This design comes from an exercise in tuning for small area, a short achievable clock period and few clock cycles per item on the open sky130 flow, not from production work. In this exercise RTL edits were held to simulation tests only and were not proved equivalent to the original. Power is estimated from default activity; no workload was simulated.

==> flow/design.v, too long to show whole: its modules and the start of the top module <==
// module mul_pp_tree: 535 lines
// module mac_tree: 351 lines
// module csa_fa: 4 lines
// module csa_ha: 4 lines
// module matrix_multiplier_v2: 157 lines
module matrix_multiplier_v2
# (
    parameter ADDR_WIDTH = 17,
    parameter DATA_WIDTH = 32
)
(
    input clk,
    input rst,
    input start,
    input [DATA_WIDTH - 1 : 0] x_data,
    input [DATA_WIDTH - 1 : 0] y_data,
    input [ADDR_WIDTH - 1 : 0] x_rows,
    input [ADDR_WIDTH - 1 : 0] y_cols,
    input [ADDR_WIDTH - 1 : 0] x_cols_y_rows,
    output reg [ADDR_WIDTH - 1 : 0] x_addr,
    output reg [ADDR_WIDTH - 1 : 0] y_addr,
    output reg [ADDR_WIDTH - 1 : 0] z_addr,
    output reg [DATA_WIDTH - 1 : 0] z_data,
    output reg z_wen,
    output reg busy
);
  // ...
==> flow/flow/run.sh <==
#!/bin/bash
# The standard layout, with the ports buffered by a plain buffer
# instead of the delay cell buffer_ports picks by default.
set -euo pipefail
bash standard.sh "BUFFER_PORTS_ARGS=-buffer_cell sky130_fd_sc_hd__buf_2" SETUP_SLACK_MARGIN=5.5 finish > standard.log 2>&1
==> flow/standard.sh <==
#!/bin/bash
# synth_recipe.tcl (not shown) runs the flow's synth.tcl, then flattens the netlist and writes it again
# the make line also repeats each setting of config.mk as NAME=value (left out here)
make -C /OpenROAD-flow-scripts/flow DESIGN_CONFIG=/design/flow/config.mk WORK_HOME=/design/flow/orfs CLKGATE_MAP_FILE= SYNTH_SCRIPT=/design/flow/synth_recipe.tcl "${@:-finish}"
==> flow/config.mk <==
export PLATFORM = sky130hd
export DESIGN_NAME = matrix_multiplier_v2
export DESIGN_NICKNAME = matrix_multiplier_v2
export VERILOG_FILES = /design/flow/design.v
export SDC_FILE = /design/flow/constraint.sdc
export NUM_CORES = 4
export LEC_CHECK = 0
export CAP_MARGIN = 20
export CORE_MARGIN = 2
export CORE_UTILIZATION = 60
export CTS_CLUSTER_DIAMETER = 100
export CTS_CLUSTER_SIZE = 20
export SLEW_MARGIN = 20
export SYNTH_HIERARCHICAL = 1
export SYNTH_MINIMUM_KEEP_SIZE = 0
==> flow/constraint.sdc <==
create_clock -name core_clock -period 8.5 [get_ports {clk}]
set_input_delay 1.7000 -clock core_clock [delete_from_list [all_inputs] [get_ports {clk}]]
set_output_delay 1.7000 -clock core_clock [all_outputs]
set_load 0.01 [all_outputs]
==> impl_metrics.py, run 1 <==
metrics = {
    "outcome": {
        "status": "no timing/DRC/antenna violations",
    },
    "clocking": {
        "clkTransAtPathRegs_ps": 90,
        "cts_buffers": 30,
        "cts_sinks": 500,
    },
    "logic_synthesis": {
        "syn_nets": 3299,
        "avgSynthCellArea_sq_um": 10.6,
        "synthFlopType": "dfxtp_1",
        "synth_top_family_by_area": "adder cells",
        "synth.most_common_cell": "dfxtp_1",
    },
    "worst_setup_path": {
        "cp_max_fo": 4,
        "crit_end": "y_addr[16]$_SDFF_PP0_",
        "crit_family": "compound AO/OA/AOI/OAI gates",
        "rr_startpoint": "acc_s[0]$_DFF_P_",
        "crit_slowest_cell": "fa_2",
        "start_kind": "primary input",
        "reg2reg_depth": 10,
    },
    "layout": {
        "seq_area_sq_mm": 0.0104,
        "top_register": "mid_r",
        "multi_input_comb_area_sq_mm": 0.0169,
        "n_antenna_cell": 1,
        "largest_reg_flops": 167,
        "drive_gt1_share_pct": 12.7,
        "final_cell_area_sq_mm": 0.0305,
        "buffers": 238,
        "bufAreaShareNonClock_pct": 4.32,
        "fin_nets": 3150,
        "final_common_cell": "dfxtp_1",
        "area_dominant_class": "multi-input combinational cells",
    },
    "sta": {
        "finalHoldViolations": 0,
        "finalSetupViolations": 0,
        "hold_slack_ps": 329,
        "period_needed_ps": 2990,
    },
    "placement": {
        "dp_hpwl_um": 51900,
        "placed_cell_area_sq_mm": 0.0295,
    },
    "route": {
        "met3_length_um": 5830,
        "drt-met1-wl_um": 32100,
    },
    "power_and_ir_drop": {
        "combPwrFrac_pct": 52.5,
        "p_leak_nw": 11.9,
        "pg_seq_mw": 3.55,
        "p_switching_mw": 4.16,
    },
    "min_path": {
        "hold_end": "f1$_DFF_P_",
        "hp-start": "fst$_SDFF_PP1_",
        "hold_class": "reg -> reg",
    },
    "die": {
        "die_area_sq_mm": 0.0515,
    },
    "global_route": {
        "grtUsageTotal_pct": 28.6,
    },
}
Testbench counts, summed over its fixed seeds: cycles 9,759, items 95.
==> run 2, diff against run 1 <==
--- a/flow/config.mk
+++ b/flow/config.mk
@@ -9,5 +9,4 @@
 export CORE_MARGIN = 2
-export CORE_UTILIZATION = 60
-export CTS_CLUSTER_DIAMETER = 100
-export CTS_CLUSTER_SIZE = 20
+export CORE_UTILIZATION = 40
+export SETUP_SLACK_MARGIN = 5
 export SLEW_MARGIN = 20
==> run 2 against run 1 <==
  * Still clean
  * Largest power group unchanged
  * Global-route usage shrank 8.9 points
  * Via count grew 2.5%
  * Setup slack lost 25 ps
  * Critical path depth is the same
  * Flip-flop and latch count is the same
  * Die area grew 49%
  * Worst hold slack lost 5.6 ps
  * Critical endpoint unchanged
==> impl_metrics.py, run 2 <==
metrics = {
    "route": {
        "route.vias.total": 20051,
        "postRouteWirelength_um": 76800,
        "drt-pass1-iter-count": 6,
        "ant_nets": 0,
        "drt_iter0_markers": 1717,
        "drc": 0,
        "vias_per_cell": 5.40,
        "wl_per_cell_um": 20.7,
    },
    "worst_setup_path": {
        "critical_path_class": "in -> reg",
        "crit_family": "compound AO/OA/AOI/OAI gates",
        "cp_max_fo": 4,
        "path_cells": "buf_8, ha_4, fa_2, a211oi_4, o21a_1, nor3_2, o21ai_2, a31oi_2, xnor2_1, o22ai_1",
        "cp.arrival_ps": 3500,
        "end_kind": "flip-flop",
        "cp.required_ps": 8980,
        "path_buf_inv": 1,
        "crit_slowest_cell": "fa_2",
        "reg2reg_slack_ps": 5530,
        "start_kind": "primary input",
        "slowest_delay_ps": 410,
    },
    "logic_synthesis": {
        "yosys.area_share.adder_pct": 21.6,
        "synth-simple-area-share_pct": 8.92,
        "yosysTopAreaCell": "dfxtp_1",
        "synth.top_cells.by_count": "dfxtp_1 (461), xnor2_1 (367), fa_1 (257), a22oi_1 (256), buf_4 (233)",
        "yosys-top-cells-area": "dfxtp_1 (31%), fa_1 (17%), xnor2_1 (11%)",
        "netlist.area_leader.share_pct": 31.0,
        "avgSynthCellArea_sq_um": 10.6,
        "syn_nets": 3299,
        "synth_edf_count": 39,
        "synth_compound_area_share_pct": 12.4,
        "yosysUniqueCellTypes": 65,
        "synth_area_sq_mm": 0.0298,
        "synthFlopType": "dfxtp_1",
        "synth-xor-area-share_pct": 13.2,
        "synth.most_common_cell": "dfxtp_1",
        "syn_inst": 2821,
        "synth_mux_area_share_pct": 0.202,
        "yosysSeqAreaShare_pct": 34.9,
        "synth_top_family_by_area": "adder cells",
        "synth_seq_cells": 500,
        "yosys_warnings": 7,
        "async_flop_share_pct": 0,
    },
    "clocking": {
        "clockBufferDepth": 3,
        "hold_buffers": 0,
        "clk_latency_ps": 620,
        "cts_tree": "yes",
        "cts_sinks": 500,
        "cts_root_buf": "clkbuf_16",
        "clkTransAtPathRegs_ps": 60,
        "h-tree-depth": 2,
        "cts_buffers": 53,
    },
    "job": {
        "maxCapViolations": 0,
    },
    "sta": {
        "drv_slew": 0,
        "tns_ps": 0,
        "fin_skew_ps": 21.8,
        "fmax_ghz": 0.332,
        "tightest_slew_ps": 1090,
        "rsz0062_at_grt": "true",
        "min_period_over_period_pct": 35.5,
        "finalHoldViolations": 0,
        "max_slew_margin_pct": 27.5,
        "setup_slack_ps": 5490,
        "period_needed_ps": 3010,
        "finalSetupViolations": 0,
    },
    "layout": {
        "fin_util_pct": 43.2,
        "drive_gt1_share_pct": 14.3,
        "mostFrequentLayoutCells": "dfxtp_1 (436), xnor2_1 (367), fa_1 (256), a22oi_1 (256), buf_2 (201)",
        "final_cell_area_sq_mm": 0.0320,
        "fillerInstances": 7035,
        "top_register": "mid_r",
        "syn_to_final_growth_pct": 7.37,
        "final_cells": 3715,
        "final_common_cell": "dfxtp_1",
        "fin_nets": 3174,
        "largest_reg_flops": 167,
    },
    "power_and_ir_drop": {
        "clockPowerShare_pct": 21.8,
        "pwr-share-seq_pct": 30.1,
        "p_leak_nw": 12.4,
        "p_switching_mw": 4.43,
        "netSwitchingFraction_pct": 37.7,
        "internal-power_mw": 7.32,
        "ir_worst_vdd_v": 0.000210,
        "combPwrFrac_pct": 48.1,
        "power_density_mw_per_mm2": 368,
    },
    "placement": {
        "portBuffers": 202,
        "pre_cts_slack_ps": 4350,
        "placed_cell_area_sq_mm": 0.0299,
        "gp_congestion": 0.872,
        "post-place-cells": 3608,
        "dp_hpwl_um": 54400,
    },
    "die": {
        "rows": 100,
        "die_w_um": 277,
        "dieHeight_um": 277,
        "core_area_sq_mm": 0.0741,
        "initial_utilization_pct": 40.2,
        "die_area_sq_mm": 0.0767,
        "io_pins": 203,
    },
    "global_route": {
        "grt_pass1_vias": 21013,
        "grt_start_max_net_pins": 99,
        "grt_pass1_wl_um": 120000,
        "grtUsageTotal_pct": 19.7,
        "overflow": 0,
        "grt_antenna_before_repair": 7,
    },
    "outcome": {
        "status": "no timing/DRC/antenna violations",
    },
    "min_path": {
        "hold_class": "reg -> reg",
    },
}
-- run 2: cell types whose count changed in the layout (fill, tap and decap cells not counted), moves of 3 or more --
cell / previous run / this run
dfxtp_4: 3 / 0
bufinv_16: 1 / 9
diode_2: 1 / 6
buf_4: 31 / 34
clkinv_2: 0 / 8
clkbuf_16: 31 / 54
inv_4: 0 / 3
dfxtp_1: 432 / 436
clkbuf_8: 0 / 12
-- run 2: cell families after synthesis --
logic type	count (synthesis)
AO/OA/AOI/OAI	537
AND/OR/NAND/NOR	536
flip-flops	500
buffers and inverters	444
XOR/XNOR	438
adder cells (fa/ha/maj)	360
multiplexers	6
-- run 2: per-stage QoR --
step	total power, mW	hold slack (ps)
after floorplan	9.79	310
after global placement	9.09	311
after detailed placement	9.30	316
after CTS	11.9	324
after global routing	12.8	326
final	11.8	323
-- run 2: area by class of cell --
cell class                      count  area, sq um  area share [%]
Multi-Input combinational cell   1877        16900            53.0
Sequential cell                   500        10400            32.6
Timing Repair Buffer              239         1310            4.11
Inverter                           25         98.8           0.309
Clock inverter                     27          433            1.35
Tap cell                          969         1210            3.79
Clock buffer                       72         1540            4.81
Antenna cell                        6         15.0          0.0469
-- run 2: timing repair --
item	CTS	global route
resized for setup	13	23
buffers inserted	0	2
endpoints found under the setup margin	69	23
pin swaps	1	7
-- run 2: power by group through the flow --
stage	clock [mW]	sequential [mW]	combinational, mW
floorplan	0	3.47	6.32
global placement	0	3.57	5.52
detailed placement	0	3.58	5.72
CTS	2.62	3.54	5.76
global route	2.70	3.60	6.49
finish	2.57	3.54	5.66
-- run 2: metal layers --
layer  wire (um)  GRT usage (%)  part of all wire [%]  vias up
met2       36200           32.6                    47      785
met1       33100           26.3                    43     9978
li1            -              -                     -     9122
met3        4900           2.91                   6.4      164
met5          12              0                 0.016        -
met4        2610           7.16                   3.4        2
-- run 2: path summary, 6_finish.rpt --
path                    start               endpoint  depth (start not counted)
min reg2reg        l2$_DFF_P_             l3$_DFF_P_                          0
max                 y_cols[0]  y_addr[16]$_SDFF_PP0_                         10
min                l2$_DFF_P_             l3$_DFF_P_                          0
max reg2reg  two_r[7]$_DFF_P_     mid_r[162]$_DFF_P_                          7
-- run 2: modules after synthesis (local to each module, per instance) --
module | area [sq um] | copies in the design | cells inside | flip-flops and latches
csa_fa | 20.0 | 255 | 1 | 0
csa_ha | 12.5 | 32 | 1 | 0
mac_tree | 601 | 1 | 73 | 0
matrix_multiplier_v2 | 17300 | 1 | 1600 | 500
mul_pp_tree | 6380 | 1 | 861 | 0
-- run 2: worst reg2reg max path: stages, from the launching register on --
cell,delay [ps]
dfxtp_1,890
a22oi_1,180
xnor2_1,200
fa_1,420
xnor2_1,200
xnor2_1,140
xnor3_1,450
xnor3_1,370
==> run 3, diff against run 2 <==
==> flow/flow/run.sh (replaced) <==
#!/bin/bash
# The standard layout, with the ports buffered by a plain buffer
# instead of the delay cell buffer_ports picks by default.
set -euo pipefail
bash standard.sh "BUFFER_PORTS_ARGS=-buffer_cell sky130_fd_sc_hd__buf_2" SETUP_SLACK_MARGIN=5.8 finish > standard.log 2>&1
--- a/flow/config.mk
+++ b/flow/config.mk
@@ -9,4 +9,5 @@
 export CORE_MARGIN = 2
-export CORE_UTILIZATION = 40
-export SETUP_SLACK_MARGIN = 5
+export CORE_UTILIZATION = 60
+export CTS_CLUSTER_DIAMETER = 100
+export CTS_CLUSTER_SIZE = 20
 export SLEW_MARGIN = 20
==> run 3 against run 2 <==
  * Via count up 0.78%
  * Sequential share of layout area up 0.52 points
  * Critical path depth unchanged
  * Flip-flop and latch count unchanged
  * Non-clock buffer count up 76
  * Wire length down 3.1%
  * Cell count down 7.9%
  * Sequential power about the same
  * Still clean
  * Highest routed layer unchanged
  * Cell area up 0.27%
==> impl_metrics.py, run 3 <==
metrics = {
    "global_route": {
        "grt_start_max_net_pins": 99,
        "grt_pass1_vias": 20471,
        "overflow": 0,
        "grtUsageTotal_pct": 29.4,
        "grt_antenna_before_repair": 4,
        "grt_pass1_wl_um": 117000,
    },
    "worst_setup_path": {
        "path_cells": "buf_8, ha_4, fa_2, a211oi_4, o21a_2, nor3_4, o21ai_2, a21oi_1, xnor2_1, o22ai_1",
        "crit_slowest_cell": "fa_2",
        "path_buf_inv": 1,
        "end_kind": "flip-flop",
        "reg2reg_depth": 5,
        "cp.required_ps": 8970,
        "rr_startpoint": "two_r[10]$_DFF_P_",
        "critical_path_class": "in -> reg",
        "crit_family": "compound AO/OA/AOI/OAI gates",
        "cp.arrival_ps": 3440,
        "cp_max_fo": 3,
        "start_kind": "primary input",
        "startpoint": "y_cols[0]",
        "slowest_delay_ps": 410,
        "crit_cells": 10,
    },
    "clocking": {
        "cts_sinks": 500,
        "cts_tree": "yes",
        "clk_latency_ps": 610,
        "cts_root_buf": "clkbuf_16",
        "h-tree-depth": 1,
        "hold_buffers": 0,
        "clkTransAtPathRegs_ps": 80,
        "cts_buffers": 30,
        "clockBufferDepth": 3,
    },
    "logic_synthesis": {
        "yosys.area_share.adder_pct": 21.6,
        "yosysSeqAreaShare_pct": 34.9,
        "synth-xor-area-share_pct": 13.2,
        "synth_compound_area_share_pct": 12.4,
        "yosys-top-cells-area": "dfxtp_1 (31%), fa_1 (17%), xnor2_1 (11%)",
        "syn_inst": 2821,
        "synth_edf_count": 39,
        "yosys_warnings": 7,
        "synthFlopType": "dfxtp_1",
        "syn_nets": 3299,
        "netlist.area_leader.share_pct": 31.0,
        "synth_top_family_by_area": "adder cells",
        "avgSynthCellArea_sq_um": 10.6,
        "synth.most_common_cell": "dfxtp_1",
        "yosysTopAreaCell": "dfxtp_1",
        "async_flop_share_pct": 0,
        "synth_mux_area_share_pct": 0.202,
        "synth-simple-area-share_pct": 8.92,
        "synth_area_sq_mm": 0.0298,
        "synth_seq_cells": 500,
        "yosysUniqueCellTypes": 65,
        "synth.top_cells.by_count": "dfxtp_1 (461), xnor2_1 (367), fa_1 (257), a22oi_1 (256), buf_4 (233)",
    },
    "placement": {
        "gp_congestion": 0.920,
        "pre_cts_slack_ps": 4370,
        "dp_hpwl_um": 52000,
        "post-place-cells": 3299,
        "portBuffers": 202,
        "placed_cell_area_sq_mm": 0.0295,
    },
    "layout": {
        "largest_reg_flops": 167,
        "multi_input_comb_area_sq_mm": 0.0171,
        "drive_gt1_share_pct": 18.6,
        "fillerInstances": 3825,
        "fin_util_pct": 65.5,
        "final_common_cell": "xnor2_1",
        "final_cells": 3423,
        "fin_nets": 3227,
        "final_cell_area_sq_mm": 0.0321,
        "top_register": "mid_r",
        "seq_area_sq_mm": 0.0106,
        "syn_to_final_growth_pct": 7.66,
        "mostFrequentLayoutCells": "xnor2_1 (365), dfxtp_1 (357), a22oi_1 (256)",
    },
    "die": {
        "die_w_um": 227,
        "rows": 81,
        "dieHeight_um": 227,
        "core_area_sq_mm": 0.0490,
        "die_area_sq_mm": 0.0515,
        "initial_utilization_pct": 60.9,
        "io_pins": 203,
    },
    "sta": {
        "tns_ps": 0,
        "max_slew_margin_pct": 42.9,
        "setup_slack_ps": 5530,
        "fin_skew_ps": 18.1,
        "tightest_slew_ps": 856,
        "drv_slew": 0,
        "finalSetupViolations": 0,
        "finalHoldViolations": 0,
        "period_needed_ps": 2970,
        "fmax_ghz": 0.337,
        "rsz0062_at_grt": "true",
        "min_period_over_period_pct": 34.9,
    },
    "route": {
        "wl_per_cell_um": 21.8,
        "vias_per_cell": 5.90,
        "postRouteWirelength_um": 74500,
        "drt_iter0_markers": 1749,
        "drt-pass1-iter-count": 6,
        "ant_nets": 0,
        "drc": 0,
        "route.vias.total": 20208,
    },
    "power_and_ir_drop": {
        "power_density_mw_per_mm2": 338,
        "p_leak_nw": 12.5,
        "ir_worst_vdd_v": 0.000216,
    },
    "job": {
        "maxCapViolations": 0,
    },
    "min_path": {
        "hold_class": "reg -> reg",
        "hold_depth": 0,
        "hp-start": "f2$_DFF_P_",
    },
    "outcome": {
        "status": "no timing/DRC/antenna violations",
    },
}
==> run 3: modules after synthesis, one instance, submodules excluded <==
module,times used,cell area (sq um),flops+latches
matrix_multiplier_v2,1,17300,500
mul_pp_tree,1,6380,0
mac_tree,1,601,0
csa_fa,255,20.0,0
csa_ha,32,12.5,0
==> run 3: kinds of logic after synthesis <==
| kind of cell | after synthesis |
|---|---|
| adders and majority gates | 360 |
| buffers and inverters | 444 |
| xor gates and xnor gates | 438 |
| AOI/OAI and AO/OA | 537 |
| and+or+nand+nor | 536 |
| muxes | 6 |
| DFF | 500 |
==> run 3: worst register-to-register path: stages, from the launching register on <==
cell and delay [ps]:
dfxtp_1 720, a22oi_1 170, xnor2_1 180, ha_1 340
fa_1 670, fa_1 450
==> run 3: cell type report <==
| cell class | count | share of cell area [%] |
|---|---|---|
| Tap cell | 664 | 2.59 |
| Clock buffer | 36 | 2.48 |
| Inverter | 25 | 0.332 |
| Antenna cell | 2 | 0.0156 |
| Sequential cell | 500 | 33.1 |
| Clock inverter | 4 | 0.234 |
| Multi-Input combinational cell | 1877 | 53.3 |
| Timing Repair Buffer | 315 | 7.88 |
==> run 3: path summary, 6_finish.rpt <==
path,slack (ps),end
min,330,f3$_DFF_P_
max reg2reg,5840,mid_r[156]$_DFF_P_
min reg2reg,330,f3$_DFF_P_
max,5530,y_addr[14]$_SDFF_PP0_
==> run 3: layer usage <==
layer	track usage, %	wire [um]	share of wire (%)
met4	9.17	2470	3.3
met2	46.4	33700	45
met3	5.75	5690	7.6
met5	0	7	0.0094
met1	40.8	32600	44
==> run 3: stage by stage <==
| step | hold WS [ps] | power, mW |
|---|---|---|
| global placement | 312 | 8.96 |
| floorplan | 310 | 9.79 |
| CTS | 335 | 10.8 |
| global route | 340 | 11.9 |
| detailed placement | 312 | 9.17 |
| finish | 332 | 10.9 |
==> run 3: repair_timing <==
item                       CTS  global route
setup endpoints to repair  231           116
pin swaps                   24            19
gates resized for setup    229            83
buffers inserted            50            31
==> run 3: report_power, final <==
| part | internal [mW] | total [mW] | leakage [nW] | switching, mW |
|---|---|---|---|---|
| clock network | 0.696 | 1.51 | 0.423 | 0.810 |
| logic | 2.81 | 5.80 | 7.79 | 2.99 |
| registers | 3.13 | 3.55 | 4.27 | 0.421 |
| total | 6.63 | 10.9 | 12.5 | 4.22 |
==> module matrix_multiplier_v2, before the edit <==
module matrix_multiplier_v2
# (
    parameter ADDR_WIDTH = 17,
    parameter DATA_WIDTH = 32
)
(
    input clk,
    input rst,
    input start,
    input [DATA_WIDTH - 1 : 0] x_data,
    input [DATA_WIDTH - 1 : 0] y_data,
    input [ADDR_WIDTH - 1 : 0] x_rows,
    input [ADDR_WIDTH - 1 : 0] y_cols,
    input [ADDR_WIDTH - 1 : 0] x_cols_y_rows,
    output reg [ADDR_WIDTH - 1 : 0] x_addr,
    output reg [ADDR_WIDTH - 1 : 0] y_addr,
    output reg [ADDR_WIDTH - 1 : 0] z_addr,
    output reg [DATA_WIDTH - 1 : 0] z_data,
    output reg z_wen,
    output reg busy
);
localparam AW = ADDR_WIDTH;
localparam DW = DATA_WIDTH;
localparam MW = 167;
localparam ND = 16;
reg          act;        
reg          kz;         
reg          k1, c1;     
reg          fst;        
reg          lk, lc, lr; 
reg [AW-1:0] kcnt;       
reg [AW-1:0] ccnt;       
reg [AW-1:0] rcnt;       
reg [AW-1:0] col;        
reg [AW-1:0] rowbase;    
wire [AW-1:0] col_inc = col + 1'b1;
wire [AW-1:0] x_inc   = x_addr + 1'b1;
always @(posedge clk) begin
    if (rst)
        act <= 1'b0;
    else if (start)
        act <= (x_rows != 0) && (y_cols != 0);
    else if (lk && lc && lr)
        act <= 1'b0;
end
always @(posedge clk) begin
    if (start) begin
        kz      <= (x_cols_y_rows == 0);
        k1      <= (x_cols_y_rows == 1);
        c1      <= (y_cols == 1);
        lk      <= (x_cols_y_rows == 0) || (x_cols_y_rows == 1);
        lc      <= (y_cols == 1);
        lr      <= (x_rows == 1);
        kcnt    <= x_cols_y_rows;
        ccnt    <= y_cols;
        rcnt    <= x_rows;
        col     <= {AW{1'b0}};
        rowbase <= {AW{1'b0}};
        x_addr  <= {AW{1'b0}};
        y_addr  <= {AW{1'b0}};
        fst     <= 1'b1;
    end else begin
        fst <= lk;
        if (!lk) begin
            kcnt   <= kcnt - 1'b1;
            lk     <= (kcnt == 2);
            x_addr <= x_inc;
            y_addr <= y_addr + y_cols;
        end else begin
            kcnt <= x_cols_y_rows;
            lk   <= kz | k1;
            if (!lc) begin
                ccnt   <= ccnt - 1'b1;
                lc     <= (ccnt == 2);
                col    <= col_inc;
                y_addr <= col_inc;
                x_addr <= rowbase;
            end else begin
                ccnt    <= y_cols;
                lc      <= c1;
                col     <= {AW{1'b0}};
                y_addr  <= {AW{1'b0}};
                rcnt    <= rcnt - 1'b1;
                lr      <= (rcnt == 2);
                rowbase <= x_inc;
                x_addr  <= x_inc;
            end
        end
    end
end
reg v1, f1, l1;                      
reg v2, f2, l2;                      
reg [DW-1:0] a_r;
reg [ND-1:0] one_r, two_r, neg_r;    
reg v3, f3, l3;                      
reg [MW-1:0] mid_r;
reg v4, l4;                          
reg [DW-1:0] acc_s, acc_c;
wire [MW-1:0] mid;
wire [DW-1:0] nxt_s, nxt_c;
mul_pp_tree mul_pp_tree
(
    .A(a_r),
    .ONE(one_r),
    .TWO(two_r),
    .NEG(neg_r),
    .MID(mid)
);
mac_tree mac_tree
(
    .MID(mid_r),
    .ACC(f3 ? {DW{1'b0}} : acc_s),
    .ACC2(f3 ? {DW{1'b0}} : acc_c),
    .S(nxt_s),
    .C(nxt_c)
);
always @(posedge clk) begin
    if (rst) begin
        v1 <= 1'b0; v2 <= 1'b0; v3 <= 1'b0; v4 <= 1'b0;
        z_wen <= 1'b0;
        busy  <= 1'b0;
    end else begin
        v1 <= act;
        v2 <= v1;
        v3 <= v2;
        v4 <= v3;
        z_wen <= v4 & l4;
        busy  <= (start & (x_rows != 0) & (y_cols != 0)) | act | v1 | v2 | v3 | v4;
    end
end
wire [DW:0] yb = {y_data, 1'b0};
integer i;
always @(posedge clk) begin
    for (i = 0; i < ND; i = i + 1) begin
        one_r[i] <= yb[2*i+1] ^ yb[2*i];
        two_r[i] <= (yb[2*i+2] ^ yb[2*i+1]) & ~(yb[2*i+1] ^ yb[2*i]);
        neg_r[i] <= yb[2*i+2] & ~(yb[2*i+1] & yb[2*i]);
    end
end
always @(posedge clk) begin
    f1 <= fst;    l1 <= lk;
    f2 <= f1;     l2 <= l1;
    f3 <= f2;     l3 <= l2;
    l4 <= l3;
    a_r <= kz ? {DW{1'b0}} : x_data;
    mid_r <= mid;
    acc_s <= nxt_s;
    acc_c <= nxt_c;
    z_data <= acc_s + acc_c;
end
always @(posedge clk) begin
    if (start)
        z_addr <= {AW{1'b0}};
    else if (z_wen)
        z_addr <= z_addr + 1'b1;
end
endmodule
==> run 4, diff against run 3 <==
--- a/flow/design.v
+++ b/flow/design.v
@@ -927,3 +927,3 @@
 reg [AW-1:0] kcnt;       
-reg [AW-1:0] ccnt;       
+reg [AW-1:0] cm1;        
 reg [AW-1:0] rcnt;       
@@ -950,3 +950,3 @@
         kcnt    <= x_cols_y_rows;
-        ccnt    <= y_cols;
+        cm1     <= y_cols - 1'b1;
         rcnt    <= x_rows;
@@ -963,3 +963,3 @@
             x_addr <= x_inc;
-            y_addr <= y_addr + y_cols;
+            y_addr <= y_addr + cm1 + 1'b1;
         end else begin
@@ -968,4 +968,3 @@
             if (!lc) begin
-                ccnt   <= ccnt - 1'b1;
-                lc     <= (ccnt == 2);
+                lc     <= (col_inc == cm1);
                 col    <= col_inc;
@@ -974,3 +973,2 @@
             end else begin
-                ccnt    <= y_cols;
                 lc      <= c1;
==> flow/flow/run.sh (replaced) <==
#!/bin/bash
# The standard layout, with the ports buffered by a plain buffer
# instead of the delay cell buffer_ports picks by default.
set -euo pipefail
bash standard.sh "BUFFER_PORTS_ARGS=-buffer_cell sky130_fd_sc_hd__buf_2" SETUP_SLACK_MARGIN=5.5 finish > standard.log 2>&1
==> run 4 against run 3 <==
  * Worst hold slack lost 0.52 ps
  * Via count shrank 4.6%
  * Core utilization shrank 3.4 points
  * Synthesized cell count shrank 1.1%
  * Combinational power shrank 5.7%
  * Global-route usage shrank 0.79 points
  * Clock-buffer cell count shrank 1
  * Synthesized area shrank 0.27%
  * First-iteration DRC count shrank 13%
  * Sequential power shrank 2%
  * Largest power group unchanged
==> impl_metrics.py, run 4 <==
metrics = {
    "route": {
        "ant_nets": 0,
        "postRouteWirelength_um": 71500,
        "drt_iter0_markers": 1526,
        "wl_per_cell_um": 21.4,
        "vias_per_cell": 5.76,
        "drc": 0,
        "route.vias.total": 19273,
        "drt-pass1-iter-count": 7,
    },
    "layout": {
        "top_register": "mid_r",
        "mostFrequentLayoutCells": "dfxtp_1 (444), xnor2_1 (377), a22oi_1 (257)",
        "fin_util_pct": 62.1,
        "syn_to_final_growth_pct": 2.39,
        "fin_nets": 3140,
        "drive_gt1_share_pct": 12.3,
        "final_common_cell": "dfxtp_1",
        "largest_reg_flops": 167,
    },
    "worst_setup_path": {
        "path_buf_inv": 1,
        "end_kind": "output port",
        "cp.arrival_ps": 1220,
        "cp_max_fo": 6,
        "critical_path_class": "reg -> out",
        "cp.required_ps": 6800,
        "start_kind": "flip-flop",
        "slowest_delay_ps": 430,
        "path_cells": "buf_2",
        "crit_slowest_cell": "dfxtp_1",
        "crit_family": "flip-flops",
    },
    "sta": {
        "fin_skew_ps": 31.9,
        "setup_slack_ps": 5580,
        "tightest_slew_ps": 1090,
        "tns_ps": 0,
        "drv_slew": 0,
        "max_slew_margin_pct": 27.2,
        "fmax_ghz": 0.342,
        "min_period_over_period_pct": 34.4,
        "finalHoldViolations": 0,
        "period_needed_ps": 2920,
        "rsz0062_at_grt": "true",
        "finalSetupViolations": 0,
        "hold_slack_ps": 332,
    },
    "global_route": {
        "grtUsageTotal_pct": 28.6,
        "grt_pass1_wl_um": 113000,
        "grt_start_max_net_pins": 94,
        "overflow": 0,
        "grt_antenna_before_repair": 25,
        "grt_pass1_vias": 20097,
    },
    "placement": {
        "pre_cts_slack_ps": 4800,
        "dp_hpwl_um": 51500,
        "gp_congestion": 0.875,
        "portBuffers": 202,
    },
    "logic_synthesis": {
        "synth_edf_count": 39,
        "synth.most_common_cell": "dfxtp_1",
        "synth_area_sq_mm": 0.0297,
        "avgSynthCellArea_sq_um": 10.7,
        "yosysUniqueCellTypes": 69,
        "synthFlopType": "dfxtp_1",
        "syn_nets": 3268,
        "yosys_warnings": 7,
        "synth.top_cells.by_count": "dfxtp_1 (461), xnor2_1 (377), a22oi_1 (257), fa_1 (257), buf_4 (234)",
        "netlist.area_leader.share_pct": 31.1,
        "yosys-top-cells-area": "dfxtp_1 (31%), fa_1 (17%), xnor2_1 (11%)",
        "async_flop_share_pct": 0,
        "synth_seq_cells": 500,
        "yosysSeqAreaShare_pct": 35.0,
        "syn_inst": 2789,
        "yosysTopAreaCell": "dfxtp_1",
    },
    "job": {
        "maxCapViolations": 0,
    },
    "min_path": {
        "hold_class": "reg -> reg",
    },
    "clocking": {
        "cts_root_buf": "clkbuf_16",
        "cts_sinks": 500,
        "cts_tree": "yes",
        "clk_latency_ps": 620,
        "h-tree-depth": 1,
        "clkTransAtPathRegs_ps": 80,
        "clockBufferDepth": 3,
        "cts_buffers": 29,
        "hold_buffers": 0,
    },
    "die": {
        "initial_utilization_pct": 60.7,
        "die_w_um": 227,
        "core_area_sq_mm": 0.0490,
        "dieHeight_um": 227,
        "io_pins": 203,
        "die_area_sq_mm": 0.0513,
        "rows": 81,
    },
    "power_and_ir_drop": {
        "clockPowerShare_pct": 13.9,
        "p_leak_nw": 11.8,
        "netSwitchingFraction_pct": 38.7,
        "combPwrFrac_pct": 52.6,
        "pwr-share-seq_pct": 33.5,
        "internal-power_mw": 6.38,
        "p_switching_mw": 4.03,
        "power_density_mw_per_mm2": 342,
        "ir_worst_vdd_v": 0.000225,
    },
    "outcome": {
        "status": "no timing/DRC/antenna violations",
    },
}
## run 4: Yosys stat by module (local to each module, per instance)
module / flip-flops and latches / cells / cell area (sq um)
mac_tree: 0 / 73 / 601
matrix_multiplier_v2: 500 / 1568 / 17200
mul_pp_tree: 0 / 861 / 6380
csa_ha: 0 / 1 / 12.5
csa_fa: 0 / 1 / 20.0
## run 4: timing repair
action,4_1_cts,5_1_grt
gates resized for setup,10,16
pin swaps,1,4
gates cloned,1,0
setup buffers,2,2
setup endpoints to repair,26,10
hold endpoints to repair,0,0
## run 4: worst reg2reg max path, cell delays in order (launching register included)
cell and delay (ps):
dfxtp_1 810, a22oi_1 210, xnor2_1 200, fa_1 390, xnor2_1 150, xnor2_1 210
xnor3_1 450, xnor3_1 350
## run 4: per-stage QoR
stage / total power, mW / cell area [sq um] / instances
after floorplan: 9.68 / 29700 / 2789
after global placement: 8.85 / 29400 / 3289
after detailed placement: 9.03 / 29400 / 3289
after CTS: 10.5 / 30300 / 3330
after global routing: 11.5 / 30400 / 3340
final: 10.4 / 30400 / 3348
## run 4: final cells by class
| type | count | area [sq um] |
|---|---|---|
| Tap cell | 664 | 831 |
| Antenna cell | 16 | 40.0 |
| Inverter | 37 | 143 |
| Multi-Input combinational cell | 1842 | 16800 |
| Timing Repair Buffer | 250 | 1380 |
| Clock inverter | 3 | 66.3 |
| Timing Repair inverter | 1 | 5.00 |
| Fill cell | 4098 | 18500 |
| Clock buffer | 35 | 748 |
| Sequential cell | 500 | 10400 |
## run 4: worst paths after layout
check | startpoint | end | slack (ps) | cells past startpoint
setup / recovery | z_addr[5]$_SDFFE_PP0P_ | z_addr[5] | 5580 | 1
hold / removal | f1$_DFF_P_ | f2$_DFF_P_ | 330 | 0
setup reg to reg | two_r[8]$_DFF_P_ | mid_r[162]$_DFF_P_ | 5580 | 7
hold reg to reg | f1$_DFF_P_ | f2$_DFF_P_ | 330 | 0
## run 4: per-layer routing
metal	wire, um	track usage, %	vias to the layer above
li1	-	-	8971
met2	35500	49.7	669
met5	126	0	-
met1	28600	35.5	9472
met3	4920	5.31	143
met4	2380	10.2	18
## run 4: cell families (layout without fill, tap and decap cells)
kind of cell,after synthesis,after routing,synth area share (%)
simple gates,525,525,8.85
flops,500,500,35.0
compound gates,495,495,11.7
xor+xnor,456,456,13.8
buf+inv,447,326,8.76
fa+ha+maj,361,361,21.7
mux,5,5,0.168
other cells,0,16,0
## run 4: power groups by stage
stage               logic, mW  registers [mW]  clock network, mW
floorplan                6.21            3.47                  0
global placement         5.32            3.53                  0
detailed placement       5.49            3.54                  0
CTS                      5.53            3.49               1.49
global route             6.32            3.56               1.58
finish                   5.47            3.49               1.45
Testbench counts of run 4, summed over its fixed seeds: cycles 9,759, items 95.
==> run 5, diff against run 4 <==
==> flow/flow/run.sh (replaced) <==
#!/bin/bash
# The standard layout, with the ports buffered by a plain buffer
# instead of the delay cell buffer_ports picks by default.
set -euo pipefail
bash standard.sh "BUFFER_PORTS_ARGS=-buffer_cell sky130_fd_sc_hd__buf_1" SETUP_SLACK_MARGIN=5.5 finish > standard.log 2>&1
==> run 5 against run 4 <==
  * Setup slack worse by 60 ps
  * Worst hold slack about the same
  * Clock power about the same
  * Non-clock buffer count down 2
  * Cell count unchanged
  * Total power up 0.18%
  * Still clean
  * Critical endpoint is now z_data[28]$_DFF_P_
==> impl_metrics.py, run 5 <==
metrics = {
    "outcome": {
        "status": "no timing/DRC/antenna violations",
    },
    "die": {
        "io_pins": 203,
        "die_w_um": 227,
        "initial_utilization_pct": 60.7,
        "rows": 81,
        "die_area_sq_mm": 0.0513,
        "core_area_sq_mm": 0.0490,
        "dieHeight_um": 227,
    },
    "layout": {
        "top_register": "mid_r",
        "syn_to_final_growth_pct": 1.55,
        "fin_nets": 3138,
        "largest_reg_flops": 167,
        "mostFrequentLayoutCells": "dfxtp_1 (445), xnor2_1 (377), a22oi_1 (257), fa_1 (257), buf_1 (201)",
        "final_common_cell": "dfxtp_1",
        "drive_gt1_share_pct": 4.80,
    },
    "logic_synthesis": {
        "avgSynthCellArea_sq_um": 10.7,
        "syn_inst": 2789,
        "synthFlopType": "dfxtp_1",
        "synth_area_sq_mm": 0.0297,
        "synth-xor-area-share_pct": 13.8,
        "synth_seq_cells": 500,
        "synth_top_family_by_area": "adder cells",
        "yosysSeqAreaShare_pct": 35.0,
        "yosys_warnings": 7,
        "netlist.area_leader.share_pct": 31.1,
        "synth_compound_area_share_pct": 11.7,
        "yosys-top-cells-area": "dfxtp_1 (31%), fa_1 (17%), xnor2_1 (11%)",
        "synth.most_common_cell": "dfxtp_1",
        "synth_mux_area_share_pct": 0.168,
        "yosys.area_share.adder_pct": 21.7,
        "yosysTopAreaCell": "dfxtp_1",
        "async_flop_share_pct": 0,
        "synth.top_cells.by_count": "dfxtp_1 (461), xnor2_1 (377), a22oi_1 (257), fa_1 (257), buf_4 (234)",
        "syn_nets": 3268,
        "synth-simple-area-share_pct": 8.85,
        "yosysUniqueCellTypes": 69,
        "synth_edf_count": 39,
    },
    "worst_setup_path": {
        "cp.arrival_ps": 3470,
        "reg2reg_depth": 10,
        "worstReg2RegEnd": "z_data[28]$_DFF_P_",
        "start_kind": "flip-flop",
        "path_buf_inv": 0,
        "end_kind": "flip-flop",
        "slowest_delay_ps": 420,
        "reg2reg_slack_ps": 5520,
        "rr_startpoint": "acc_s[0]$_DFF_P_",
        "crit_slowest_cell": "fa_1",
        "critical_path_class": "reg -> reg",
        "crit_family": "compound AO/OA/AOI/OAI gates",
        "cp.required_ps": 8990,
        "path_cells": "ha_1, fa_1, a21o_1, a221oi_2, nand3_1, a31o_4, o2111ai_4, a31oi_2, o2111a_1, a311o_1",
        "cp_max_fo": 4,
    },
    "global_route": {
        "grt_pass1_wl_um": 114000,
        "grt_pass1_vias": 20378,
        "grtUsageTotal_pct": 28.8,
        "grt_antenna_before_repair": 26,
        "grt_start_max_net_pins": 100,
        "overflow": 0,
    },
    "sta": {
        "tightest_slew_ps": 1000,
        "finalSetupViolations": 0,
        "fin_skew_ps": 22.1,
        "drv_slew": 0,
        "period_needed_ps": 2980,
        "max_slew_margin_pct": 33.2,
        "min_period_over_period_pct": 35.1,
        "fmax_ghz": 0.335,
        "hold_slack_ps": 332,
        "finalHoldViolations": 0,
        "setup_slack_ps": 5520,
        "tns_ps": 0,
        "rsz0062_at_grt": "true",
    },
    "clocking": {
        "clkTransAtPathRegs_ps": 80,
        "clockBufferDepth": 3,
        "clk_latency_ps": 610,
        "cts_sinks": 500,
        "cts_buffers": 29,
        "cts_root_buf": "clkbuf_16",
        "cts_tree": "yes",
        "h-tree-depth": 1,
    },
    "route": {
        "vias_per_cell": 5.80,
        "postRouteWirelength_um": 72200,
        "wl_per_cell_um": 21.6,
        "ant_nets": 0,
        "drt_iter0_markers": 1469,
        "route.vias.total": 19403,
        "drc": 0,
        "drt-pass1-iter-count": 7,
    },
    "power_and_ir_drop": {
        "ir_worst_vdd_v": 0.000194,
        "p_leak_nw": 11.2,
        "power_mw": 10.4,
        "power_density_mw_per_mm2": 346,
    },
    "placement": {
        "pre_cts_slack_ps": 4780,
        "gp_congestion": 0.853,
        "dp_hpwl_um": 51700,
        "portBuffers": 202,
    },
    "job": {
        "maxCapViolations": 0,
    },
    "min_path": {
        "hp-start": "f2$_DFF_P_",
        "hold_end": "f3$_DFF_P_",
        "hold_depth": 0,
        "hold_class": "reg -> reg",
    },
}
## run 5: area by class of cell
class | count | area [sq um]
flip-flops and latches | 500 | 10400
well taps | 664 | 831
clock buffers | 35 | 768
fillers | 4116 | 18800
repair buffers | 248 | 1110
diodes | 18 | 45.0
multi-input cells | 1842 | 16800
clock inverters | 3 | 55.1
inverters | 37 | 143
repair inverters | 1 | 5.00
## run 5: cells by family (layout without fill, tap and decap cells)
| logic type | Yosys count | after routing |
|---|---|---|
| AOI/OAI and AO/OA | 495 | 495 |
| xor gates and xnor gates | 456 | 456 |
| adders and majority gates | 361 | 361 |
| buffers and inverters | 447 | 324 |
| DFF | 500 | 500 |
| muxes | 5 | 5 |
| other | 0 | 18 |
| and+or+nand+nor | 525 | 525 |
## run 5: routing by layer
metal	track usage, %	vias up	share of wire [%]
li1	-	8955	-
met1	35.9	9619	40
met2	49.6	650	49
met3	5.75	163	6.6
met4	10.5	16	3.5
met5	0	-	0.15
## run 5: through the flow
step	instances	util, %	area, sq um
2_1_floorplan	2789	-	29700
3_3_place_gp	3288	59.6	29200
3_5_place_dp	3288	59.6	29200
4_1_cts	3329	61.4	30100
5_1_grt	3339	61.6	30100
6_report	3348	61.6	30200
## run 5: how the worst max path moves through the flow
| stage | start | to | slack [ps] | cells past startpoint |
|---|---|---|---|---|
| 5_1_grt | acc_s[0]$_DFF_P_ | z_data[28]$_DFF_P_ | 5390 | 10 |
| 2_1_floorplan | start | lc$_DFFE_PP_ | 5560 | 5 |
| 4_1_cts | a_r[15]$_SDFF_PP0_ | mid_r[162]$_DFF_P_ | 5510 | 7 |
| 3_5_place_dp | start | rcnt[12]$_DFFE_PP_ | 4780 | 3 |
| 3_3_place_gp | start | y_addr[11]$_SDFF_PP0_ | 4820 | 8 |
| 6_report | acc_s[0]$_DFF_P_ | z_data[28]$_DFF_P_ | 5520 | 10 |
## run 5: timing repair
item                                   4_1_cts  5_1_grt
cloned                                       1        0
pin swaps                                    1        1
setup endpoints to repair                   25       11
gates resized for setup                     12       13
setup buffers                                2        1
hold buffers                                 0        0
endpoints found under the hold margin        0        0
## run 5: power breakdown
group,internal [mW],switching (mW)
combinational,2.59,2.89
sequential,3.11,0.387
clock,0.667,0.787
total,6.37,4.06
## run 5: Yosys stat by module (local to each module, per instance)
| module | flip-flops and latches | cells | area [sq um] | times used |
|---|---|---|---|---|
| mul_pp_tree | 0 | 861 | 6380 | 1 |
| matrix_multiplier_v2 | 500 | 1568 | 17200 | 1 |
| csa_fa | 0 | 1 | 20.0 | 255 |
| csa_ha | 0 | 1 | 12.5 | 32 |
| mac_tree | 0 | 73 | 601 | 1 |
==> run 6, diff against run 5 <==
--- a/flow/config.mk
+++ b/flow/config.mk
@@ -9,3 +9,3 @@
 export CORE_MARGIN = 2
-export CORE_UTILIZATION = 60
+export CORE_UTILIZATION = 75
 export CTS_CLUSTER_DIAMETER = 100
==> run 6 against run 5 <==
  * Register-to-register slack improved by 80 ps
  * Core utilization is 15 points higher
  * Maximum frequency up 1.3%
  * Total power decreased by 0.70%
  * Flip-flop and latch count unchanged
  * Non-clock buffer count shrank 12
  * Critical path type is now reg -> out
==> impl_metrics.py, run 6 <==
metrics = {
    "outcome": {
        "status": "no timing/DRC/antenna violations",
    },
    "route": {
        "ant_nets": 0,
        "vias_per_cell": 6.22,
        "routed-wl-met2_um": 30900,
        "drc": 0,
        "highest_layer": "met4",
        "drt-met1-wl_um": 28800,
        "postRouteWirelength_um": 67800,
        "drt-pass1-iter-count": 10,
        "met3_length_um": 5790,
        "route.vias.total": 19687,
        "wl_per_cell_um": 21.4,
        "drt_iter0_markers": 2069,
    },
    "worst_setup_path": {
        "rr_startpoint": "acc_s[0]$_DFF_P_",
        "path_cells": "buf_1",
        "cp_max_fo": 5,
        "slowest_delay_ps": 410,
        "reg2reg_slack_ps": 5600,
        "end_kind": "output port",
        "reg2reg_depth": 10,
        "critical_path_class": "reg -> out",
        "crit_family": "flip-flops",
        "path_buf_inv": 1,
        "cp.required_ps": 6800,
        "worstReg2RegEnd": "z_data[28]$_DFF_P_",
        "cp.arrival_ps": 1240,
        "crit_slowest_cell": "dfxtp_1",
        "start_kind": "flip-flop",
    },
    "min_path": {
        "hold_depth": 0,
        "hold_end": "l4$_DFF_P_",
        "hp-start": "l3$_DFF_P_",
        "hold_class": "reg -> reg",
    },
    "logic_synthesis": {
        "yosys-top-cells-area": "dfxtp_1 (31%), fa_1 (17%), xnor2_1 (11%)",
        "async_flop_share_pct": 0,
        "yosysUniqueCellTypes": 69,
        "yosysSeqAreaShare_pct": 35.0,
        "synth.most_common_cell": "dfxtp_1",
        "synth_area_sq_mm": 0.0297,
        "syn_inst": 2789,
        "netlist.area_leader.share_pct": 31.1,
        "syn_nets": 3268,
        "yosysTopAreaCell": "dfxtp_1",
        "avgSynthCellArea_sq_um": 10.7,
        "synthFlopType": "dfxtp_1",
        "synth.top_cells.by_count": "dfxtp_1 (461), xnor2_1 (377), a22oi_1 (257), fa_1 (257), buf_4 (234)",
        "yosys_warnings": 7,
        "synth_seq_cells": 500,
        "synth_edf_count": 39,
    },
    "die": {
        "die_area_sq_mm": 0.0412,
        "io_pins": 203,
        "die_w_um": 203,
        "initial_utilization_pct": 76.3,
        "dieHeight_um": 203,
        "core_area_sq_mm": 0.0389,
        "rows": 72,
    },
    "sta": {
        "tns_ps": 0,
        "drv_slew": 0,
        "setup_slack_ps": 5560,
        "min_period_over_period_pct": 34.6,
        "max_slew_margin_pct": 29.6,
        "finalHoldViolations": 0,
        "tightest_slew_ps": 1060,
        "fmax_ghz": 0.340,
        "rsz0062_at_grt": "false",
        "period_needed_ps": 2940,
        "fin_skew_ps": 49.9,
        "finalSetupViolations": 0,
    },
    "clocking": {
        "clkTransAtPathRegs_ps": 80,
        "cts_buffers": 28,
        "clk_latency_ps": 610,
        "hold_buffers": 0,
        "cts_root_buf": "clkbuf_16",
        "cts_sinks": 500,
        "cts_tree": "yes",
        "clockBufferDepth": 3,
        "h-tree-depth": 1,
    },
    "layout": {
        "drive_gt1_share_pct": 4.45,
        "multi_input_comb_area_sq_mm": 0.0168,
        "top_register": "mid_r",
        "mostFrequentLayoutCells": "dfxtp_1 (435), xnor2_1 (377), a22oi_1 (257)",
        "largest_reg_flops": 167,
        "final_common_cell": "dfxtp_1",
        "n_antenna_cell": 0,
        "fin_nets": 3124,
        "syn_to_final_growth_pct": 0.261,
        "fillerInstances": 2664,
        "seq_area_sq_mm": 0.0104,
    },
    "global_route": {
        "grt_pass1_wl_um": 108000,
        "overflow": 0,
        "grt_antenna_before_repair": 0,
        "grtUsageTotal_pct": 33.3,
        "grt_pass1_vias": 20177,
        "grt_start_max_net_pins": 93,
    },
    "job": {
        "maxCapViolations": 0,
    },
    "placement": {
        "portBuffers": 202,
        "dp_hpwl_um": 48800,
        "gp_congestion": 0.990,
        "pre_cts_slack_ps": 4790,
    },
    "power_and_ir_drop": {
        "ir_worst_vdd_v": 0.000274,
        "power_density_mw_per_mm2": 348,
        "p_leak_nw": 11.1,
        "power_mw": 10.4,
    },
}
-- run 6: cell types whose count changed in the layout (fill, tap and decap cells not counted), sizes merged --
cell	before	now
diode	18	0
clkbuf	36	34
clkinvlp	2	0
buf	247	235
bufinv	1	0
-- run 6: worst max-delay path by stage --
stage / from / depth (start not counted) / slack [ps] / end
floorplan: start / 5 / 5560 / lc$_DFFE_PP_
global placement: start / 3 / 4850 / rcnt[11]$_DFFE_PP_
detailed placement: start / 3 / 4790 / rcnt[10]$_DFFE_PP_
CTS: acc_s[0]$_DFF_P_ / 10 / 5500 / z_data[28]$_DFF_P_
global route: acc_s[0]$_DFF_P_ / 10 / 5510 / z_data[28]$_DFF_P_
finish: x_addr[2]$_SDFF_PP0_ / 1 / 5560 / x_addr[2]
-- run 6: cells by family after synthesis --
group / Yosys count / synth area share, %
AO/OA/AOI/OAI: 495 / 11.7
multiplexers: 5 / 0.168
XOR/XNOR: 456 / 13.8
adder cells (fa/ha/maj): 361 / 21.7
flip-flops: 500 / 35.0
buffers and inverters: 447 / 8.76
AND/OR/NAND/NOR: 525 / 8.85
-- run 6: metal layers --
metal	vias to the layer above	GRT usage, %
met1	9623	47.3
met4	0	10.9
met2	986	52.5
met3	172	5.52
met5	-	0
li1	8906	-
-- run 6: cell type report --
class	instances	area share, %
tap	518	2.18
multi-input combinational	1842	56.4
inverter	37	0.466
clock inverter	1	0.0546
clock buffer	33	2.42
sequential	500	35.0
timing repair buffer	236	3.49
-- run 6: stage by stage --
| step | hold WS, ps | utilization [%] | std cells | instance area (sq um) |
|---|---|---|---|---|
| 2_1_floorplan | 310 | - | 2789 | 29700 |
| 3_3_place_gp | 312 | 74.2 | 3129 | 28900 |
| 3_5_place_dp | 315 | 74.2 | 3129 | 28900 |
| 4_1_cts | 301 | 76.2 | 3164 | 29700 |
| 5_1_grt | 304 | 76.5 | 3167 | 29800 |
| 6_report | 305 | 76.5 | 3167 | 29800 |
-- run 6: what timing repair did --
item                                    CTS  global route
setup buffers                             1             2
pin swaps                                 1             4
endpoints found under the setup margin   35            26
resized for setup                        11            30
-- run 6: power breakdown --
| part | internal (mW) | switching (mW) | total, mW |
|---|---|---|---|
| Clock | 0.596 | 0.759 | 1.36 |
| Sequential | 3.11 | 0.444 | 3.56 |
| Combinational | 2.59 | 2.85 | 5.45 |
| Total | 6.30 | 4.06 | 10.4 |
-- run 6: modules after synthesis (local to each module, per instance) --
| module | cells inside | area, sq um | flops+latches | times used |
|---|---|---|---|---|
| matrix_multiplier_v2 | 1568 | 17200 | 500 | 1 |
| csa_fa | 1 | 20.0 | 0 | 255 |
| mul_pp_tree | 861 | 6380 | 0 | 1 |
| csa_ha | 1 | 12.5 | 0 | 32 |
| mac_tree | 73 | 601 | 0 | 1 |
==> run 7, diff against run 6 <==
==> flow/flow/run.sh (replaced) <==
#!/bin/bash
# The standard layout, with the ports buffered by a plain buffer
# instead of the delay cell buffer_ports picks by default.
set -euo pipefail
bash standard.sh "BUFFER_PORTS_ARGS=-buffer_cell sky130_fd_sc_hd__buf_1" SETUP_SLACK_MARGIN=5.65 finish > standard.log 2>&1
==> run 7 against run 6 <==
  * Synthesized cell count unchanged
  * Flip-flop and latch count unchanged
  * Highest routed layer unchanged
  * Via count rose by 1.6%
  * Total power up 1.9%
  * Non-clock buffer count increased by 20
  * Still clean on timing, DRC and antenna
  * Sequential power barely moved
  * Core utilization grew 1.2 points
  * Clock-buffer cell count grew 1
  * Global-route usage rose by 0.95 points
  * Worst hold slack better by 15 ps
  * Largest power group unchanged
==> impl_metrics.py, run 7 <==
metrics = {
    "worst_setup_path": {
        "cp.arrival_ps": 3340,
        "critical_path_class": "reg -> reg",
        "cp_max_fo": 4,
        "end_kind": "flip-flop",
        "cp.required_ps": 9000,
        "start_kind": "flip-flop",
    },
    "layout": {
        "mostFrequentLayoutCells": "dfxtp_1 (392), xnor2_1 (376), a22oi_1 (257)",
        "largest_reg_flops": 167,
        "fillerInstances": 2581,
        "n_antenna_cell": 0,
        "final_common_cell": "dfxtp_1",
        "fin_nets": 3144,
        "top_register": "mid_r",
        "syn_to_final_growth_pct": 1.87,
        "fin_util_pct": 77.8,
        "drive_gt1_share_pct": 9.10,
    },
    "logic_synthesis": {
        "synth.most_common_cell": "dfxtp_1",
        "synthFlopType": "dfxtp_1",
        "synth.top_cells.by_count": "dfxtp_1 (461), xnor2_1 (377), a22oi_1 (257), fa_1 (257), buf_4 (234)",
        "syn_inst": 2789,
        "yosysSeqAreaShare_pct": 35.0,
        "avgSynthCellArea_sq_um": 10.7,
        "yosys_warnings": 7,
        "yosysTopAreaCell": "dfxtp_1",
        "syn_nets": 3268,
        "async_flop_share_pct": 0,
        "netlist.area_leader.share_pct": 31.1,
        "synth_area_sq_mm": 0.0297,
        "synth_seq_cells": 500,
        "yosysUniqueCellTypes": 69,
        "yosys-top-cells-area": "dfxtp_1 (31%), fa_1 (17%), xnor2_1 (11%)",
        "synth_edf_count": 39,
    },
    "route": {
        "vias_per_cell": 6.28,
        "ant_nets": 0,
        "drt-pass1-iter-count": 9,
        "drt_iter0_markers": 1919,
        "wl_per_cell_um": 21.9,
        "route.vias.total": 20007,
        "drc": 0,
        "postRouteWirelength_um": 69700,
    },
    "clocking": {
        "cts_tree": "yes",
        "hold_buffers": 0,
        "h-tree-depth": 1,
        "clk_latency_ps": 610,
        "cts_buffers": 28,
        "cts_sinks": 500,
        "clockBufferDepth": 3,
        "cts_root_buf": "clkbuf_16",
        "clkTransAtPathRegs_ps": 90,
    },
    "sta": {
        "fmax_ghz": 0.353,
        "min_period_over_period_pct": 33.4,
        "tns_ps": 0,
        "hold_slack_ps": 319,
        "setup_slack_ps": 5660,
        "max_slew_margin_pct": 38.3,
        "rsz0062_at_grt": "true",
        "finalHoldViolations": 0,
        "tightest_slew_ps": 925,
        "finalSetupViolations": 0,
        "period_needed_ps": 2840,
        "drv_slew": 0,
        "fin_skew_ps": 33.0,
    },
    "power_and_ir_drop": {
        "ir_worst_vdd_v": 0.000206,
        "power_mw": 10.6,
        "p_leak_nw": 11.5,
        "power_density_mw_per_mm2": 349,
    },
    "die": {
        "die_area_sq_mm": 0.0412,
        "initial_utilization_pct": 76.3,
        "core_area_sq_mm": 0.0389,
        "io_pins": 203,
        "rows": 72,
        "die_w_um": 203,
        "dieHeight_um": 203,
    },
    "job": {
        "maxCapViolations": 0,
    },
    "global_route": {
        "grt_pass1_vias": 20565,
        "grt_start_max_net_pins": 96,
        "grt_antenna_before_repair": 0,
        "grtUsageTotal_pct": 34.3,
        "overflow": 0,
        "grt_pass1_wl_um": 111000,
    },
    "placement": {
        "gp_congestion": 0.922,
        "pre_cts_slack_ps": 4490,
        "dp_hpwl_um": 48800,
        "portBuffers": 202,
    },
    "outcome": {
        "status": "no timing/DRC/antenna violations",
    },
    "min_path": {
        "hold_class": "reg -> reg",
    },
}
[run 7: area by class of cell]
class,count,area [sq um],area share [%]
tap,518,648,2.14
clock buffer,34,723,2.39
sequential,500,10500,34.8
timing repair buffer,256,1290,4.26
clock inverter,1,16.3,0.0537
multi-input combinational,1842,16900,55.9
inverter,37,139,0.459
[run 7: per-module statistics from Yosys, one instance, submodules excluded]
module | cell area [sq um] | times used
mul_pp_tree | 6380 | 1
csa_ha | 12.5 | 32
csa_fa | 20.0 | 255
matrix_multiplier_v2 | 17200 | 1
mac_tree | 601 | 1
[run 7: kinds of logic after synthesis]
group / after synthesis / share of synthesized area (%)
simple gates: 525 / 8.85
flops: 500 / 35.0
compound gates: 495 / 11.7
xor+xnor: 456 / 13.8
buf+inv: 447 / 8.76
fa+ha+maj: 361 / 21.7
mux: 5 / 0.168
[run 7: worst max-delay path, stage by stage, from the launching register on]
cell      delay [ps]
dfxtp_1          320
ha_1             340
and2_1           210
a221o_1          410
a221oi_4         390
o22ai_1          140
o21a_1           230
a22o_1           300
mux2i_1          160
a211oi_2         230
[run 7: path summary, 6_finish.rpt]
kind	from	endpoint	slack, ps	cells past startpoint
min	l3$_DFF_P_	l4$_DFF_P_	320	0
min reg2reg	l3$_DFF_P_	l4$_DFF_P_	320	0
max	acc_s[16]$_DFF_P_	z_data[31]$_DFF_P_	5660	9
max reg2reg	acc_s[16]$_DFF_P_	z_data[31]$_DFF_P_	5660	9
[run 7: metal layers]
layer  part of all wire (%)  GRT usage, %
met1                     42          47.9
met2                     45          53.6
met3                    9.8          7.22
met4                    3.6          11.5
met5                      0             0
[run 7: repair_timing]
item,in CTS,in global routing
buffers inserted,7,14
pin swaps,4,13
cloned,0,0
gates resized for setup,112,66
endpoints found under the setup margin,110,54
[run 7: metrics by stage]
step	std cells	area (sq um)
4_1_cts	3173	29900
3_5_place_dp	3131	28900
5_1_grt	3188	30300
6_report	3188	30300
2_1_floorplan	2789	29700
3_3_place_gp	3131	28900
[run 7: report_power, final]
part / internal (mW) / switching (mW)
Combinational: 2.67 / 2.97
Sequential: 3.11 / 0.441
Clock: 0.598 / 0.763
Total: 6.38 / 4.18
==> run 8, diff against run 7 <==
--- a/flow/config.mk
+++ b/flow/config.mk
@@ -7,2 +7,3 @@
 export LEC_CHECK = 0
+export ABC_AREA = 1
 export CAP_MARGIN = 20
==> run 8 against run 7 <==
  * Wire length grew 12%
  * Clock power is essentially flat
  * Total power grew 1.1%
  * Setup slack lost 75 ps
  * Worst hold slack gained 7.7 ps
  * Largest cell class unchanged
  * Highest routed layer unchanged
==> impl_metrics.py, run 8 <==
metrics = {
    "global_route": {
        "overflow": 0,
        "grt_pass1_vias": 23442,
        "grt_antenna_before_repair": 5,
        "grt_pass1_wl_um": 123000,
        "grtUsageTotal_pct": 36.9,
        "grt_start_max_net_pins": 65,
    },
    "logic_synthesis": {
        "netlist.area_leader.share_pct": 29.9,
        "syn_nets": 3895,
        "yosys_warnings": 7,
        "synthFlopType": "dfxtp_1",
        "syn_inst": 3416,
        "synth_seq_cells": 500,
        "yosysUniqueCellTypes": 54,
        "async_flop_share_pct": 0,
        "synth_edf_count": 39,
        "synth_area_sq_mm": 0.0308,
        "yosysTopAreaCell": "dfxtp_1",
        "yosys-top-cells-area": "dfxtp_1 (30%), fa_1 (17%), xor2_1 (8.7%)",
        "avgSynthCellArea_sq_um": 9.02,
        "synth.top_cells.by_count": "dfxtp_1 (461), nand2_1 (420), inv_1 (377), xor2_1 (307), o22ai_1 (272)",
        "synth.most_common_cell": "dfxtp_1",
        "yosysSeqAreaShare_pct": 33.7,
    },
    "layout": {
        "fin_nets": 3821,
        "fin_util_pct": 77.3,
        "top_register": "mid_r",
        "final_common_cell": "nand2_1",
        "fillerInstances": 2808,
        "final_cells": 3886,
        "syn_to_final_growth_pct": 2.20,
        "final_cell_area_sq_mm": 0.0315,
        "mostFrequentLayoutCells": "nand2_1 (418), dfxtp_1 (406), inv_1 (359)",
        "largest_reg_flops": 167,
        "drive_gt1_share_pct": 9.05,
    },
    "sta": {
        "hold_slack_ps": 327,
        "min_period_over_period_pct": 34.3,
        "drv_slew": 0,
        "tightest_slew_ps": 1060,
        "finalSetupViolations": 0,
        "rsz0062_at_grt": "true",
        "fmax_ghz": 0.343,
        "fin_skew_ps": 25.3,
        "max_slew_margin_pct": 29.2,
        "period_needed_ps": 2910,
        "setup_slack_ps": 5590,
        "tns_ps": 0,
        "finalHoldViolations": 0,
    },
    "placement": {
        "post-place-cells": 3802,
        "portBuffers": 202,
        "pre_cts_slack_ps": 4700,
        "gp_congestion": 0.981,
        "placed_cell_area_sq_mm": 0.0301,
        "dp_hpwl_um": 56400,
    },
    "worst_setup_path": {
        "crit_slowest_cell": "fa_2",
        "crit_family": "adder cells",
        "cp_max_fo": 8,
        "cp_common_cell": "fa_1",
        "path_buf_inv": 1,
        "slowest_delay_ps": 620,
        "critical_path_class": "reg -> reg",
        "path_cells": "clkinvlp_4, o22ai_1, xor2_1, fa_1, fa_2, fa_1",
        "cp.required_ps": 8980,
        "cp.arrival_ps": 3390,
        "start_kind": "flip-flop",
        "end_kind": "flip-flop",
    },
    "clocking": {
        "h-tree-depth": 1,
        "cts_sinks": 500,
        "clkTransAtPathRegs_ps": 90,
        "cts_root_buf": "clkbuf_16",
        "clockBufferDepth": 3,
        "clk_latency_ps": 610,
        "cts_tree": "yes",
        "cts_buffers": 28,
    },
    "route": {
        "drt-pass1-iter-count": 7,
        "drt_iter0_markers": 2551,
        "postRouteWirelength_um": 78000,
        "drc": 0,
        "wl_per_cell_um": 20.1,
        "route.vias.total": 23409,
        "ant_nets": 0,
        "vias_per_cell": 6.02,
    },
    "power_and_ir_drop": {
        "ir_worst_vdd_v": 0.000327,
        "power_density_mw_per_mm2": 339,
        "p_leak_nw": 14.1,
        "power_mw": 10.7,
    },
    "job": {
        "maxCapViolations": 0,
    },
    "die": {
        "io_pins": 203,
        "die_w_um": 207,
        "initial_utilization_pct": 75.6,
        "dieHeight_um": 207,
        "die_area_sq_mm": 0.0427,
        "rows": 74,
        "core_area_sq_mm": 0.0407,
    },
    "outcome": {
        "status": "no timing/DRC/antenna violations",
    },
    "min_path": {
        "hold_class": "reg -> reg",
    },
}
## run 8: cell types whose count changed in the layout (fill, tap and decap cells not counted), moves of 29 or more
cell      before  now
a22oi_1      257    1
a211oi_1      36    4
o21ai_0       68   97
nand2_1      119  418
xnor2_1      376   55
a21oi_1       37   82
xor2_1        71  306
nor2_1       135  264
nand3_1       33  116
inv_1         37  359
o22ai_1       15  270
nor2b_1      119    0
## run 8: per-layer routing
layer	vias to the layer above	part of all wire [%]	track usage, %
met5	-	0	0
met2	1423	45	58.3
li1	10610	-	-
met3	362	11	8.16
met4	0	5.4	18.3
met1	11014	39	48.3
## run 8: logic make-up (layout without fill, tap and decap cells)
group,after synthesis,after routing,share of synthesized area [%]
simple gates,921,921,12.9
other cells,0,6,0
xor+xnor,362,362,10.3
fa+ha+maj,361,361,20.9
flops,500,500,33.7
buf+inv,770,702,12.5
mux,1,1,0.0325
compound gates,501,501,9.62
## run 8: final cells by class
class	count	area, sq um	share of cell area [%]
Antenna cell	6	15.0	0.0477
Inverter	405	1650	5.23
Clock inverter	1	16.3	0.0516
Tap cell	532	666	2.11
Sequential cell	500	10500	33.4
Timing Repair inverter	11	55.1	0.175
Timing Repair Buffer	250	1230	3.90
Multi-Input combinational cell	2146	16600	52.8
Clock buffer	35	727	2.31
## run 8: final timing paths
path / startpoint / to / slack [ps] / cells past startpoint
setup reg to reg: one_r[8]$_DFF_P_ / mid_r[156]$_DFF_P_ / 5590 / 6
hold / removal: f2$_DFF_P_ / f3$_DFF_P_ / 330 / 0
hold reg to reg: f2$_DFF_P_ / f3$_DFF_P_ / 330 / 0
setup / recovery: one_r[8]$_DFF_P_ / mid_r[156]$_DFF_P_ / 5590 / 6
## run 8: report_power, final
group / switching (mW) / internal [mW] / leakage, nW
sequential: 0.405 / 3.11 / 4.26
combinational: 3.34 / 2.43 / 9.44
clock: 0.781 / 0.600 / 0.360
## run 8: worst register-to-register path, stage by stage (launching register included)
cell and delay [ps]:
dfxtp_1 530, clkinvlp_4 350, o22ai_1 220, xor2_1 220
fa_1 460, fa_2 620, fa_1 400
## run 8: timing repair
item                                    in CTS  in global routing
hold buffers                                 0                  0
endpoints found under the setup margin     130                118
buffers inserted                            12                 18
resized for setup                          106                 66
gates cloned                                 7                  4
pin swaps                                    0                  4
endpoints found under the hold margin        0                  0
## run 8: per-module statistics from Yosys, one instance, submodules excluded
| module | cells | flops+latches | area (sq um) | copies in the design |
|---|---|---|---|---|
| matrix_multiplier_v2 | 1993 | 500 | 18000 | 1 |
| mul_pp_tree | 1020 | 0 | 6550 | 1 |
| mac_tree | 116 | 0 | 728 | 1 |
| csa_fa | 1 | 0 | 20.0 | 255 |
| csa_ha | 1 | 0 | 12.5 | 32 |

## afterwards: timing with drivers on the ports
The flow's constraints put no driver on any port. The routed layouts listed below were extracted and timed again, unchanged, in two steps. Step 1 assumes that a clkbuf_16 drives the clock port and a buf_2 every other input. Step 2, shift: input delay + t, output delay - t, t = (earliest + latest rising clock arrival at the registers) / 2. This alone moves slack from input paths to output paths. Slacks: no drivers / after step 1 / after step 2; pairs: no drivers / after step 1.
run	t, ns	setup slack, ns	worst hold slack (ns)	worst slew at a driven data input, ns	pins driven straight from the clock port
run 1	0.660	5.512 / 5.509 / 4.872	0.329 / 0.329 / 0.329	0.09	1
run 2	0.674	5.487 / 5.489 / 4.815	0.323 / 0.323 / 0.323	0.11	1
run 3	0.664	5.531 / 5.552 / 4.888	0.332 / 0.332 / 0.332	0.10	1
run 4	0.670	5.576 / 5.512 / 5.025	0.332 / 0.332 / 0.332	0.10	1
run 5	0.663	5.516 / 5.494 / 4.996	0.332 / 0.332 / 0.332	0.11	1
run 6	0.644	5.555 / 5.500 / 5.042	0.305 / 0.305 / 0.305	0.05	1
run 7	0.651	5.663 / 5.615 / 5.075	0.319 / 0.319 / 0.319	0.06	1
run 8	0.656	5.588 / 5.588 / 5.153	0.327 / 0.327 / 0.327	0.11	1
After both steps every run listed still meets setup and hold. The setup slack of run 2, which loses most, moves by +0.002 ns with the drivers and by -0.672 ns with both steps.
